What follows belongs to an exercise in optimizing a design on an open flow for small area and a short achievable clock period; a production flow would make more cautious choices.
In this exercise RTL edits were held to simulation tests only and were not proved equivalent to the original.
No activity file was given, so power comes from the tool's default toggle rates.

==> inputs of 04-19 <==
==> flow/design.v <==
`timescale 1ns / 1ps
module riscv_core(clk,restart,imem_addr,imem_rdata,dmem_addr,dmem_wdata,dmem_we,dmem_rdata);
input clk,restart;
output [31:0]imem_addr;
input  [31:0]imem_rdata;
output [31:0]dmem_addr;
output [31:0]dmem_wdata;
output dmem_we;
input  [31:0]dmem_rdata;
localparam [3:0] K_ADD  = 4'b0000,
                 K_SUB  = 4'b0001,
                 K_SLL  = 4'b0010,
                 K_SRL  = 4'b0011,
                 K_AND  = 4'b0100,
                 K_OR   = 4'b0101,
                 K_XOR  = 4'b0110,
                 K_SLT  = 4'b0111,
                 K_BEQ  = 4'b1000,
                 K_BNE  = 4'b1001,
                 K_BLT  = 4'b1010,
                 K_BGE  = 4'b1011,
                 K_JALR = 4'b1100;
reg [31:0] pc;
reg [31:0] ir;           
reg        rst_q;        
reg [3:0]  aluop;
reg        pc_src, jt, reg_rd, reg_wr, wr_rd, pc_r, alu_dt;
reg [1:0]  mem_alu, alu_src;
reg [3:0]  op2;
reg [11:0] imm_i_r;      
reg [11:0] imm_s_r;      
reg [11:0] imm_b_r;      
reg [19:0] imm_uj_r;     
reg [31:0] rd1, rd2;
reg [31:0] alu_y;        
reg        r_en, j_en;   
reg [31:0] alu_p;        
reg        bt;
reg [31:0] rf [0:31];
reg [31:0] rf_v;
wire [6:0] opc = rst_q ? 7'd0 : ir[6:0];
wire [2:0] f3  = ir[14:12];
wire       f30 = ir[30];
wire op_r    = opc == 7'b0110011;
wire op_i    = opc == 7'b0010011;
wire op_lw   = opc == 7'b0000011;
wire op_jalr = opc == 7'b1100111;
wire op_sw   = opc == 7'b0100011;
wire op_br   = opc == 7'b1100011;
wire op_jal  = opc == 7'b1101111;
wire op_lui  = opc == 7'b0110111;
wire op_aui  = opc == 7'b0010111;
wire op_unk  = !(op_r | op_i | op_lw | op_jalr | op_sw | op_br | op_jal | op_lui | op_aui);
reg        c_hold;
reg [3:0]  n_aluop;
reg        n_pc_src, n_jt, n_reg_rd, n_reg_wr, n_wr_rd, n_pc_r, n_alu_dt;
reg [1:0]  n_mem_alu, n_alu_src;
always @* begin
  c_hold = 1'b0;
  n_aluop = K_ADD; n_pc_src = 1'b0; n_jt = 1'b0; n_reg_rd = 1'b0; n_reg_wr = 1'b0;
  n_wr_rd = 1'b0; n_pc_r = 1'b0; n_alu_dt = 1'b0; n_mem_alu = 2'd0; n_alu_src = 2'd0;
  if (op_r) begin
    n_reg_rd = 1'b1; n_reg_wr = 1'b1; n_mem_alu = 2'd3;
    case ({f30,f3})
      4'b0000: n_aluop = K_ADD;
      4'b1000: n_aluop = K_SUB;
      4'b0001: n_aluop = K_SLL;
      4'b0010: n_aluop = K_SLT;
      4'b0100: n_aluop = K_XOR;
      4'b0101: n_aluop = K_SRL;
      4'b1101: n_aluop = K_SRL;
      4'b0110: n_aluop = K_OR;
      4'b0111: n_aluop = K_AND;
      default: begin n_reg_rd = 1'b0; n_reg_wr = 1'b0; n_mem_alu = 2'd0; end
    endcase
  end
  else if (op_i) begin
    n_reg_rd = 1'b1; n_reg_wr = 1'b1; n_mem_alu = 2'd3; n_alu_src = 2'd1;
    case ({f30,f3})
      4'b0000: n_aluop = K_ADD;
      4'b0010: n_aluop = K_SLT;
      4'b0100: n_aluop = K_XOR;
      4'b0110: n_aluop = K_OR;
      4'b0111: n_aluop = K_AND;
      4'b0001: n_aluop = K_SLL;
      4'b0101: n_aluop = K_SRL;
      4'b1101: n_aluop = K_SRL;
      default: begin n_reg_rd = 1'b0; n_reg_wr = 1'b0; n_mem_alu = 2'd0; n_alu_src = 2'd0; end
    endcase
  end
  else if (op_lw) begin
    c_hold = f3 != 3'b010;
    n_reg_rd = 1'b1; n_reg_wr = 1'b1; n_pc_r = 1'b1; n_alu_src = 2'd1; n_alu_dt = 1'b1;
  end
  else if (op_jalr) begin
    c_hold = f3 != 3'b000;
    n_aluop = K_JALR; n_jt = 1'b1; n_reg_rd = 1'b1; n_reg_wr = 1'b1; n_alu_src = 2'd1;
  end
  else if (op_sw) begin
    c_hold = f3 != 3'b010;
    n_reg_rd = 1'b1; n_wr_rd = 1'b1; n_pc_r = 1'b1; n_alu_src = 2'd2;
  end
  else if (op_br) begin
    n_reg_rd = 1'b1;
    case (f3)
      3'b000: n_aluop = K_BEQ;
      3'b001: n_aluop = K_BNE;
      3'b100: n_aluop = K_BLT;
      3'b101: n_aluop = K_BGE;
      default: n_reg_rd = 1'b0;
    endcase
  end
  else if (op_jal) begin
    n_pc_src = 1'b1; n_reg_wr = 1'b1;
  end
  else if (op_lui) begin
    n_reg_wr = 1'b1; n_mem_alu = 2'd2;
  end
  else if (op_aui) begin
    n_reg_wr = 1'b1; n_mem_alu = 2'd1;
  end
end
always @(posedge clk) begin
  if (restart) begin
    aluop <= K_ADD; pc_src <= 1'b0; jt <= 1'b0; reg_rd <= 1'b0; reg_wr <= 1'b0;
    wr_rd <= 1'b0; pc_r <= 1'b0; alu_dt <= 1'b0; mem_alu <= 2'd0; alu_src <= 2'd0;
  end
  else if (!c_hold) begin
    aluop <= n_aluop; pc_src <= n_pc_src; jt <= n_jt; reg_rd <= n_reg_rd; reg_wr <= n_reg_wr;
    wr_rd <= n_wr_rd; pc_r <= n_pc_r; alu_dt <= n_alu_dt; mem_alu <= n_mem_alu; alu_src <= n_alu_src;
  end
end
wire imm_clr = op_unk | op_r;
always @(posedge clk) begin
  if (imm_clr) imm_i_r <= 12'd0;
  else if (op_lw || op_jalr || (op_i && f3 != 3'd1 && f3 != 3'd5)) imm_i_r <= ir[31:20];
  if (op_sw) imm_s_r <= {ir[31:25], ir[11:7]};
  if (imm_clr) imm_b_r <= 12'd0;
  else if (op_br) imm_b_r <= {ir[31], ir[7], ir[30:25], ir[11:8]};
  if (op_jal || op_lui || op_aui) imm_uj_r <= ir[31:12];
end
wire [31:0] imm_i = {{20{imm_i_r[11]}}, imm_i_r};
wire [31:0] imm_s = {{20{imm_s_r[11]}}, imm_s_r};
wire [31:0] imm_b = {1'b0, {19{imm_b_r[11]}}, imm_b_r[10:0], 1'b0};
wire [31:0] imm_j = {1'b0, {11{imm_uj_r[19]}}, imm_uj_r[19], imm_uj_r[7:0], imm_uj_r[9], imm_uj_r[18:10], 1'b0};
wire [31:0] imm_u = {imm_uj_r, 12'd0};
wire [31:0] A = rd1;
wire [31:0] B = alu_src[1] ? imm_s : (alu_src[0] ? imm_i : rd2);
wire        flag = op2 == K_SUB;
wire [31:0] addsub, diff;
bk_add32 u_addsub(.a(A), .b(flag ? ~B : B), .cin(flag), .s(addsub));
bk_add32 u_diff  (.a(A), .b(~B),            .cin(1'b1), .s(diff));
wire [31:0] logic_o = (op2 == K_OR) ? (A | B) : (op2 == K_XOR) ? (A ^ B) : (A & B);
wire        sh_right = op2 == K_SRL;
wire [31:0] sh_in;
wire [31:0] sh_out;
wire [31:0] sh_r = (|B[31:5]) ? 32'd0 : (sh_in >> B[4:0]);
genvar gi;
generate
  for (gi = 0; gi < 32; gi = gi + 1) begin : g_rev
    assign sh_in[gi]  = sh_right ? A[gi] : A[31-gi];
    assign sh_out[gi] = sh_right ? sh_r[gi] : sh_r[31-gi];
  end
endgenerate
wire cmp_o = (op2 == K_BNE) ? (A != B) :
             (op2 == K_BLT) ? diff[31] :
             (op2 == K_BGE) ? !diff[31] : (A == B);
wire nx_shift = aluop[3:1] == 3'b001;
wire nx_slt   = aluop == K_SLT;
wire nx_br    = aluop[3:2] == 2'b10;
wire cu_p     = (op2[3:2] == 2'b01) || (op2[3:1] == 3'b001);    
wire cu_br    = op2[3:2] == 2'b10;
wire cu_jalr  = op2 == K_JALR;
always @(posedge clk) begin
  alu_p <= nx_shift ? sh_out :
           nx_slt   ? {31'd0, diff[31]} :
           nx_br    ? {31'd0, cmp_o} : logic_o;
  alu_y <= cu_p ? alu_p : addsub;
  if (restart) begin
    op2 <= K_ADD; r_en <= 1'b0; j_en <= 1'b0; bt <= 1'b0;
  end
  else begin
    op2 <= aluop; r_en <= !cu_br && !cu_jalr; j_en <= cu_jalr; bt <= cu_br && alu_p[0];
  end
end
wire [31:0] result = r_en ? alu_y : 32'd0;
wire [31:0] jlr    = j_en ? alu_y : 32'd0;
wire [31:0] pc_inc = pc_src ? imm_j : (bt ? imm_b : 32'd1);
wire [31:0] pc_sum;
bk_add32 u_pc_sum(.a(pc), .b(pc_inc), .cin(1'b0), .s(pc_sum));
always @(posedge clk) begin
  if (restart) pc <= 32'd0;
  else         pc <= jt ? jlr : pc_sum;
  ir    <= imem_rdata;
  rst_q <= restart;
end
assign imem_addr = restart ? 32'd0 : pc;
assign dmem_addr  = pc_r ? result : imem_addr;
assign dmem_wdata = rd2;
assign dmem_we    = wr_rd;
wire [31:0] pc_usum;
bk_add32 u_pc_usum(.a(pc), .b(mem_alu[0] ? imm_u : 32'd0), .cin(!mem_alu[0]), .s(pc_usum));
wire [31:0] reg_in  = mem_alu[1] ? (mem_alu[0] ? result : imm_u) : pc_usum;
wire [31:0] wd      = alu_dt ? dmem_rdata : reg_in;
wire [4:0]  a_rd  = ir[11:7];
wire [4:0]  a_rs1 = ir[19:15];
wire [4:0]  a_rs2 = ir[24:20];
wire [31:0] dec_rd  = 32'd1 << a_rd;
wire [31:0] dec_rs1 = 32'd1 << a_rs1;
wire [31:0] dec_rs2 = 32'd1 << a_rs2;
generate
  for (gi = 0; gi < 32; gi = gi + 1) begin : g_rf
    always @(posedge clk)
      if (reg_wr && dec_rd[gi]) rf[gi] <= wd;
  end
endgenerate
always @(posedge clk)
  if (restart)     rf_v <= 32'd0;
  else if (reg_wr) rf_v <= rf_v | dec_rd;
wire [31:0] s1 = dec_rs1 & rf_v;
wire [31:0] s2 = dec_rs2 & rf_v;
wire        i1_7  = dec_rs1[1] & !rf_v[1], i1_10 = dec_rs1[2] & !rf_v[2];
wire        i2_7  = dec_rs2[1] & !rf_v[1], i2_10 = dec_rs2[2] & !rf_v[2];
reg [31:0] q1, q2;
integer k;
always @* begin
  q1 = {28'd0, i1_10, i1_7, i1_7 | i1_10, i1_7};
  q2 = {28'd0, i2_10, i2_7, i2_7 | i2_10, i2_7};
  for (k = 0; k < 32; k = k + 1) begin
    q1 = q1 | ({32{s1[k]}} & rf[k]);
    q2 = q2 | ({32{s2[k]}} & rf[k]);
  end
end
wire byp1 = reg_wr && (a_rd == a_rs1);
wire byp2 = reg_wr && (a_rd == a_rs2);
always @(posedge clk) begin
  if (restart) begin
    rd1 <= 32'd0; rd2 <= 32'd0;
  end
  else if (reg_rd) begin
    rd1 <= byp1 ? wd : q1;
    rd2 <= byp2 ? wd : q2;
  end
end
endmodule
module bk_add32(a, b, cin, s);
input  [31:0] a, b;
input         cin;
output [31:0] s;
reg [31:0] g, p, x;
reg [31:0] c;
integer l, i;
always @* begin
  x = a ^ b;
  g = a & b;
  p = x;
  g[0] = g[0] | (p[0] & cin);
  for (l = 0; l < 5; l = l + 1)
    for (i = 0; i < 32; i = i + 1)
      if (((i + 1) % (2 << l)) == 0) begin
        g[i] = g[i] | (p[i] & g[i - (1 << l)]);
        p[i] = p[i] & p[i - (1 << l)];
      end
  for (l = 3; l >= 0; l = l - 1)
    for (i = 0; i < 32; i = i + 1)
      if (((i + 1) % (2 << l)) == (1 << l) && (i + 1) > (2 << l)) begin
        g[i] = g[i] | (p[i] & g[i - (1 << l)]);
        p[i] = p[i] & p[i - (1 << l)];
      end
  c = {g[30:0], cin};
end
assign s = x ^ c;
endmodule
==> flow/flow/run.sh <==
#!/bin/bash
# The standard ORFS layout, with repair_timing aiming for more setup slack than
# the design's settings allow, the restart input placed between the address
# outputs that it gates combinationally, and plain buffers on the ports.
set -uo pipefail
bash standard.sh SETUP_SLACK_MARGIN=7.2 IO_CONSTRAINTS="$PWD/flow/io.tcl" \
  BUFFER_PORTS_ARGS="-buffer_cell sky130_fd_sc_hd__buf_1" finish > run_standard.log 2>&1
==> flow/flow/io.tcl <==
# Keep restart next to the address outputs it gates combinationally.
set_io_pin_constraint -group -order -region right:* -pin_names {imem_addr[31] dmem_addr[31] imem_addr[30] dmem_addr[30] imem_addr[29] dmem_addr[29] imem_addr[28] dmem_addr[28] imem_addr[27] dmem_addr[27] imem_addr[26] dmem_addr[26] imem_addr[25] dmem_addr[25] imem_addr[24] dmem_addr[24] imem_addr[23] dmem_addr[23] imem_addr[22] dmem_addr[22] imem_addr[21] dmem_addr[21] imem_addr[20] dmem_addr[20] imem_addr[19] dmem_addr[19] imem_addr[18] dmem_addr[18] imem_addr[17] dmem_addr[17] imem_addr[16] dmem_addr[16] restart imem_addr[15] dmem_addr[15] imem_addr[14] dmem_addr[14] imem_addr[13] dmem_addr[13] imem_addr[12] dmem_addr[12] imem_addr[11] dmem_addr[11] imem_addr[10] dmem_addr[10] imem_addr[9] dmem_addr[9] imem_addr[8] dmem_addr[8] imem_addr[7] dmem_addr[7] imem_addr[6] dmem_addr[6] imem_addr[5] dmem_addr[5] imem_addr[4] dmem_addr[4] imem_addr[3] dmem_addr[3] imem_addr[2] dmem_addr[2] imem_addr[1] dmem_addr[1] imem_addr[0] dmem_addr[0]}
==> flow/standard.sh <==
#!/bin/bash
# synth_recipe.tcl (not shown) runs the flow's synth.tcl, then flattens the netlist and writes it again
# the make line also repeats each setting of config.mk as NAME=value (left out here)
make -C /OpenROAD-flow-scripts/flow DESIGN_CONFIG=/design/flow/config.mk WORK_HOME=/design/flow/orfs CLKGATE_MAP_FILE= SYNTH_SCRIPT=/design/flow/synth_recipe.tcl "${@:-finish}"
==> flow/config.mk <==
export PLATFORM = sky130hd
export DESIGN_NAME = riscv_core
export DESIGN_NICKNAME = riscv_core
export VERILOG_FILES = /design/flow/design.v
export SDC_FILE = /design/flow/constraint.sdc
export NUM_CORES = 4
export LEC_CHECK = 0
export CAP_MARGIN = 20
export CORE_MARGIN = 2
export CORE_UTILIZATION = 52
export CTS_CLUSTER_DIAMETER = 70
export CTS_CLUSTER_SIZE = 20
export GPL_ROUTABILITY_DRIVEN = 1
export PLACE_DENSITY = 0.62
export SLEW_MARGIN = 20
export TNS_END_PERCENT = 5
==> flow/constraint.sdc <==
create_clock -name core_clock -period 13.0 [get_ports {clk}]
set_input_delay 2.6000 -clock core_clock [delete_from_list [all_inputs] [get_ports {clk}]]
set_output_delay 2.6000 -clock core_clock [all_outputs]
set_load 0.01 [all_outputs]
==> 02-05: changes against 04-19 <==
==> flow/design.v, changed modules only <==
module riscv_core(clk,restart,imem_addr,imem_rdata,dmem_addr,dmem_wdata,dmem_we,dmem_rdata);
input clk,restart;
output [31:0]imem_addr;
input  [31:0]imem_rdata;
output [31:0]dmem_addr;
output [31:0]dmem_wdata;
output dmem_we;
input  [31:0]dmem_rdata;
localparam [3:0] K_ADD  = 4'b0000,
                 K_SUB  = 4'b0001,
                 K_SLL  = 4'b0010,
                 K_SRL  = 4'b0011,
                 K_AND  = 4'b0100,
                 K_OR   = 4'b0101,
                 K_XOR  = 4'b0110,
                 K_SLT  = 4'b0111,
                 K_BEQ  = 4'b1000,
                 K_BNE  = 4'b1001,
                 K_BLT  = 4'b1010,
                 K_BGE  = 4'b1011,
                 K_JALR = 4'b1100;
reg [31:0] pc;
reg [31:0] ir;           
reg        rst_q;        
reg [3:0]  aluop;
reg        pc_src, jt, reg_rd, reg_wr, wr_rd, pc_r, alu_dt;
reg [1:0]  mem_alu, alu_src;
reg [3:0]  op2;
reg [11:0] imm_i_r;      
reg [11:0] imm_s_r;      
reg [11:0] imm_b_r;      
reg [19:0] imm_uj_r;     
reg [31:0] rd1, rd2;
reg        rd_z;
wire [31:0] rd1_e = rd_z ? 32'd0 : rd1;
wire [31:0] rd2_e = rd_z ? 32'd0 : rd2;
reg [31:0] alu_y;        
reg        r_en, j_en;   
reg [31:0] alu_p;        
reg        bt;
reg [31:0] rf [0:31];
reg [31:0] rf_v;
wire [6:0] opc = rst_q ? 7'd0 : ir[6:0];
wire [2:0] f3  = ir[14:12];
wire       f30 = ir[30];
wire op_r    = opc == 7'b0110011;
wire op_i    = opc == 7'b0010011;
wire op_lw   = opc == 7'b0000011;
wire op_jalr = opc == 7'b1100111;
wire op_sw   = opc == 7'b0100011;
wire op_br   = opc == 7'b1100011;
wire op_jal  = opc == 7'b1101111;
wire op_lui  = opc == 7'b0110111;
wire op_aui  = opc == 7'b0010111;
wire op_unk  = !(op_r | op_i | op_lw | op_jalr | op_sw | op_br | op_jal | op_lui | op_aui);
reg        c_hold;
reg [3:0]  n_aluop;
reg        n_pc_src, n_jt, n_reg_rd, n_reg_wr, n_wr_rd, n_pc_r, n_alu_dt;
reg [1:0]  n_mem_alu, n_alu_src;
always @* begin
  c_hold = 1'b0;
  n_aluop = K_ADD; n_pc_src = 1'b0; n_jt = 1'b0; n_reg_rd = 1'b0; n_reg_wr = 1'b0;
  n_wr_rd = 1'b0; n_pc_r = 1'b0; n_alu_dt = 1'b0; n_mem_alu = 2'd0; n_alu_src = 2'd0;
  if (op_r) begin
    n_reg_rd = 1'b1; n_reg_wr = 1'b1; n_mem_alu = 2'd3;
    case ({f30,f3})
      4'b0000: n_aluop = K_ADD;
      4'b1000: n_aluop = K_SUB;
      4'b0001: n_aluop = K_SLL;
      4'b0010: n_aluop = K_SLT;
      4'b0100: n_aluop = K_XOR;
      4'b0101: n_aluop = K_SRL;
      4'b1101: n_aluop = K_SRL;
      4'b0110: n_aluop = K_OR;
      4'b0111: n_aluop = K_AND;
      default: begin n_reg_rd = 1'b0; n_reg_wr = 1'b0; n_mem_alu = 2'd0; end
    endcase
  end
  else if (op_i) begin
    n_reg_rd = 1'b1; n_reg_wr = 1'b1; n_mem_alu = 2'd3; n_alu_src = 2'd1;
    case ({f30,f3})
      4'b0000: n_aluop = K_ADD;
      4'b0010: n_aluop = K_SLT;
      4'b0100: n_aluop = K_XOR;
      4'b0110: n_aluop = K_OR;
      4'b0111: n_aluop = K_AND;
      4'b0001: n_aluop = K_SLL;
      4'b0101: n_aluop = K_SRL;
      4'b1101: n_aluop = K_SRL;
      default: begin n_reg_rd = 1'b0; n_reg_wr = 1'b0; n_mem_alu = 2'd0; n_alu_src = 2'd0; end
    endcase
  end
  else if (op_lw) begin
    c_hold = f3 != 3'b010;
    n_reg_rd = 1'b1; n_reg_wr = 1'b1; n_pc_r = 1'b1; n_alu_src = 2'd1; n_alu_dt = 1'b1;
  end
  else if (op_jalr) begin
    c_hold = f3 != 3'b000;
    n_aluop = K_JALR; n_jt = 1'b1; n_reg_rd = 1'b1; n_reg_wr = 1'b1; n_alu_src = 2'd1;
  end
  else if (op_sw) begin
    c_hold = f3 != 3'b010;
    n_reg_rd = 1'b1; n_wr_rd = 1'b1; n_pc_r = 1'b1; n_alu_src = 2'd2;
  end
  else if (op_br) begin
    n_reg_rd = 1'b1;
    case (f3)
      3'b000: n_aluop = K_BEQ;
      3'b001: n_aluop = K_BNE;
      3'b100: n_aluop = K_BLT;
      3'b101: n_aluop = K_BGE;
      default: n_reg_rd = 1'b0;
    endcase
  end
  else if (op_jal) begin
    n_pc_src = 1'b1; n_reg_wr = 1'b1;
  end
  else if (op_lui) begin
    n_reg_wr = 1'b1; n_mem_alu = 2'd2;
  end
  else if (op_aui) begin
    n_reg_wr = 1'b1; n_mem_alu = 2'd1;
  end
end
always @(posedge clk) begin
  if (restart) begin
    aluop <= K_ADD; pc_src <= 1'b0; jt <= 1'b0; reg_rd <= 1'b0; reg_wr <= 1'b0;
    wr_rd <= 1'b0; pc_r <= 1'b0; alu_dt <= 1'b0; mem_alu <= 2'd0; alu_src <= 2'd0;
  end
  else if (!c_hold) begin
    aluop <= n_aluop; pc_src <= n_pc_src; jt <= n_jt; reg_rd <= n_reg_rd; reg_wr <= n_reg_wr;
    wr_rd <= n_wr_rd; pc_r <= n_pc_r; alu_dt <= n_alu_dt; mem_alu <= n_mem_alu; alu_src <= n_alu_src;
  end
end
wire imm_clr = op_unk | op_r;
always @(posedge clk) begin
  if (imm_clr) imm_i_r <= 12'd0;
  else if (op_lw || op_jalr || (op_i && f3 != 3'd1 && f3 != 3'd5)) imm_i_r <= ir[31:20];
  if (op_sw) imm_s_r <= {ir[31:25], ir[11:7]};
  if (imm_clr) imm_b_r <= 12'd0;
  else if (op_br) imm_b_r <= {ir[31], ir[7], ir[30:25], ir[11:8]};
  if (op_jal || op_lui || op_aui) imm_uj_r <= ir[31:12];
end
wire [31:0] imm_i = {{20{imm_i_r[11]}}, imm_i_r};
wire [31:0] imm_s = {{20{imm_s_r[11]}}, imm_s_r};
wire [31:0] imm_b = {1'b0, {19{imm_b_r[11]}}, imm_b_r[10:0], 1'b0};
wire [31:0] imm_j = {1'b0, {11{imm_uj_r[19]}}, imm_uj_r[19], imm_uj_r[7:0], imm_uj_r[9], imm_uj_r[18:10], 1'b0};
wire [31:0] imm_u = {imm_uj_r, 12'd0};
wire [31:0] A = rd1_e;
wire [31:0] B = alu_src[1] ? imm_s : (alu_src[0] ? imm_i : rd2_e);
wire        flag = op2 == K_SUB;
wire [31:0] addsub = A + (flag ? ~B : B) + {31'd0, flag};
wire [31:0] diff = A - B;
wire [31:0] logic_o = (op2 == K_OR) ? (A | B) : (op2 == K_XOR) ? (A ^ B) : (A & B);
wire        sh_right = op2 == K_SRL;
wire [31:0] sh_in;
wire [31:0] sh_out;
wire [31:0] sh_r = (|B[31:5]) ? 32'd0 : (sh_in >> B[4:0]);
genvar gi;
generate
  for (gi = 0; gi < 32; gi = gi + 1) begin : g_rev
    assign sh_in[gi]  = sh_right ? A[gi] : A[31-gi];
    assign sh_out[gi] = sh_right ? sh_r[gi] : sh_r[31-gi];
  end
endgenerate
wire cmp_o = (op2 == K_BNE) ? (A != B) :
             (op2 == K_BLT) ? diff[31] :
             (op2 == K_BGE) ? !diff[31] : (A == B);
wire nx_shift = aluop[3:1] == 3'b001;
wire nx_slt   = aluop == K_SLT;
wire nx_br    = aluop[3:2] == 2'b10;
wire cu_p     = (op2[3:2] == 2'b01) || (op2[3:1] == 3'b001);    
wire cu_br    = op2[3:2] == 2'b10;
wire cu_jalr  = op2 == K_JALR;
always @(posedge clk) begin
  alu_p <= nx_shift ? sh_out :
           nx_slt   ? {31'd0, diff[31]} :
           nx_br    ? {31'd0, cmp_o} : logic_o;
  alu_y <= cu_p ? alu_p : addsub;
  if (restart) begin
    op2 <= K_ADD; r_en <= 1'b0; j_en <= 1'b0; bt <= 1'b0;
  end
  else begin
    op2 <= aluop; r_en <= !cu_br && !cu_jalr; j_en <= cu_jalr; bt <= cu_br && alu_p[0];
  end
end
wire [31:0] result = r_en ? alu_y : 32'd0;
wire [31:0] jlr    = j_en ? alu_y : 32'd0;
wire [31:0] pc_e   = rst_q ? 32'd0 : pc;
wire [31:0] pc_inc = pc_src ? imm_j : (bt ? imm_b : 32'd1);
wire [31:0] pc_sum = pc_e + pc_inc;
always @(posedge clk) begin
  pc    <= jt ? jlr : pc_sum;
  ir    <= imem_rdata;
  rst_q <= restart;
end
assign imem_addr = restart ? 32'd0 : pc_e;
assign dmem_addr  = pc_r ? result : imem_addr;
assign dmem_wdata = rd2_e;
assign dmem_we    = wr_rd;
wire [31:0] pc_usum = pc_e + (mem_alu[0] ? imm_u : 32'd1);
wire [31:0] reg_in  = mem_alu[1] ? (mem_alu[0] ? result : imm_u) : pc_usum;
wire [31:0] wd      = alu_dt ? dmem_rdata : reg_in;
wire [4:0]  a_rd  = ir[11:7];
wire [4:0]  a_rs1 = ir[19:15];
wire [4:0]  a_rs2 = ir[24:20];
wire [31:0] dec_rd  = 32'd1 << a_rd;
wire [31:0] dec_rs1 = 32'd1 << a_rs1;
wire [31:0] dec_rs2 = 32'd1 << a_rs2;
generate
  for (gi = 0; gi < 32; gi = gi + 1) begin : g_rf
    always @(posedge clk)
      if (reg_wr && dec_rd[gi]) rf[gi] <= wd;
  end
endgenerate
wire [31:0] rf_ve = rst_q ? 32'd0 : rf_v;
always @(posedge clk)
  rf_v <= reg_wr ? (rf_ve | dec_rd) : rf_ve;
wire [31:0] s1 = dec_rs1 & rf_ve;
wire [31:0] s2 = dec_rs2 & rf_ve;
wire        i1_7  = dec_rs1[1] & !rf_ve[1], i1_10 = dec_rs1[2] & !rf_ve[2];
wire        i2_7  = dec_rs2[1] & !rf_ve[1], i2_10 = dec_rs2[2] & !rf_ve[2];
reg [31:0] q1, q2;
integer k;
always @* begin
  q1 = {28'd0, i1_10, i1_7, i1_7 | i1_10, i1_7};
  q2 = {28'd0, i2_10, i2_7, i2_7 | i2_10, i2_7};
  for (k = 0; k < 32; k = k + 1) begin
    q1 = q1 | ({32{s1[k]}} & rf[k]);
    q2 = q2 | ({32{s2[k]}} & rf[k]);
  end
end
wire byp1 = reg_wr && (a_rd == a_rs1);
wire byp2 = reg_wr && (a_rd == a_rs2);
always @(posedge clk) begin
  if (reg_rd) begin
    rd1 <= byp1 ? wd : q1;
    rd2 <= byp2 ? wd : q2;
  end
  if (restart)     rd_z <= 1'b1;
  else if (reg_rd) rd_z <= 1'b0;
end
endmodule
// module bk_add32 removed
==> flow/flow/run.sh (replaced) <==
#!/bin/bash
# The standard ORFS layout, with repair_timing aiming for more setup slack than
# the design's settings allow, so that the achieved period is pushed down.
set -uo pipefail
bash standard.sh SETUP_SLACK_MARGIN=7.5 finish > run_standard.log 2>&1
CORE_UTILIZATION = 35   (was 52)
CTS_CLUSTER_DIAMETER = default   (was 70)
CTS_CLUSTER_SIZE = default   (was 20)
PLACE_DENSITY = 0.45   (was 0.62)
TNS_END_PERCENT = default   (was 5)
removed: flow/flow/io.tcl
==> notes <==
- 04-19 went through all stages and came out clean. 02-05 passed the timing, DRC and antenna checks.
- Between 04-19 and 02-05, the lower first-iteration DRC count is in 02-05 (gap about 17%, measured against 02-05).
- Between 04-19 and 02-05, the lower clock skew is in 04-19 (gap 71 ps).
- In 04-19 the cell count is lower than in 02-05, by 14%.
- Against 02-05, the combinational power of 04-19 is smaller by about 35%.
- Against 02-05, the total power of 04-19 is smaller by about 18%.
- Of 02-05 and 04-19, 02-05 has the higher synthesized cell count (gap about 1.2%, measured against 04-19).
- Sequential power: 02-05 is higher than 04-19 (about 0.9%).
- Synthesized area: 02-05 is higher than 04-19 (about 1.2%).
- In 04-19 the maximum frequency is higher than in 02-05, by 2.8%.
- Of 02-05 and 04-19, 04-19 has the higher global-route usage (gap 11 points).

==> what the ideal ports hide <==
How much do the figures lean on ideal ports? The routed layouts below were timed once more, with nothing changed but the port constraints.
Step 1, drivers: a clkbuf_16 drives clk and a buf_2 each remaining input, both assumed.
Step 2 moves the port delays by t, midway between the first and last clock arrival at a register: inputs arrive t later, outputs are due t later. That takes back most of the time a late clock gives input paths.
a / b / c = no drivers / after step 1 / after step 2; a / b = the first two.
run | t (ns) | setup WS [ns] | worst setup path at the end
04-19 | 0.786 | 7.168 / 7.038 / 7.038 | input to output
02-05 | 0.886 | 7.006 / 6.836 / 6.836 | input to output
After both steps setup and hold are still met in every run listed. For 02-05, which loses most, drivers alone change the setup slack by -0.170 ns; drivers and shift together by -0.170 ns.
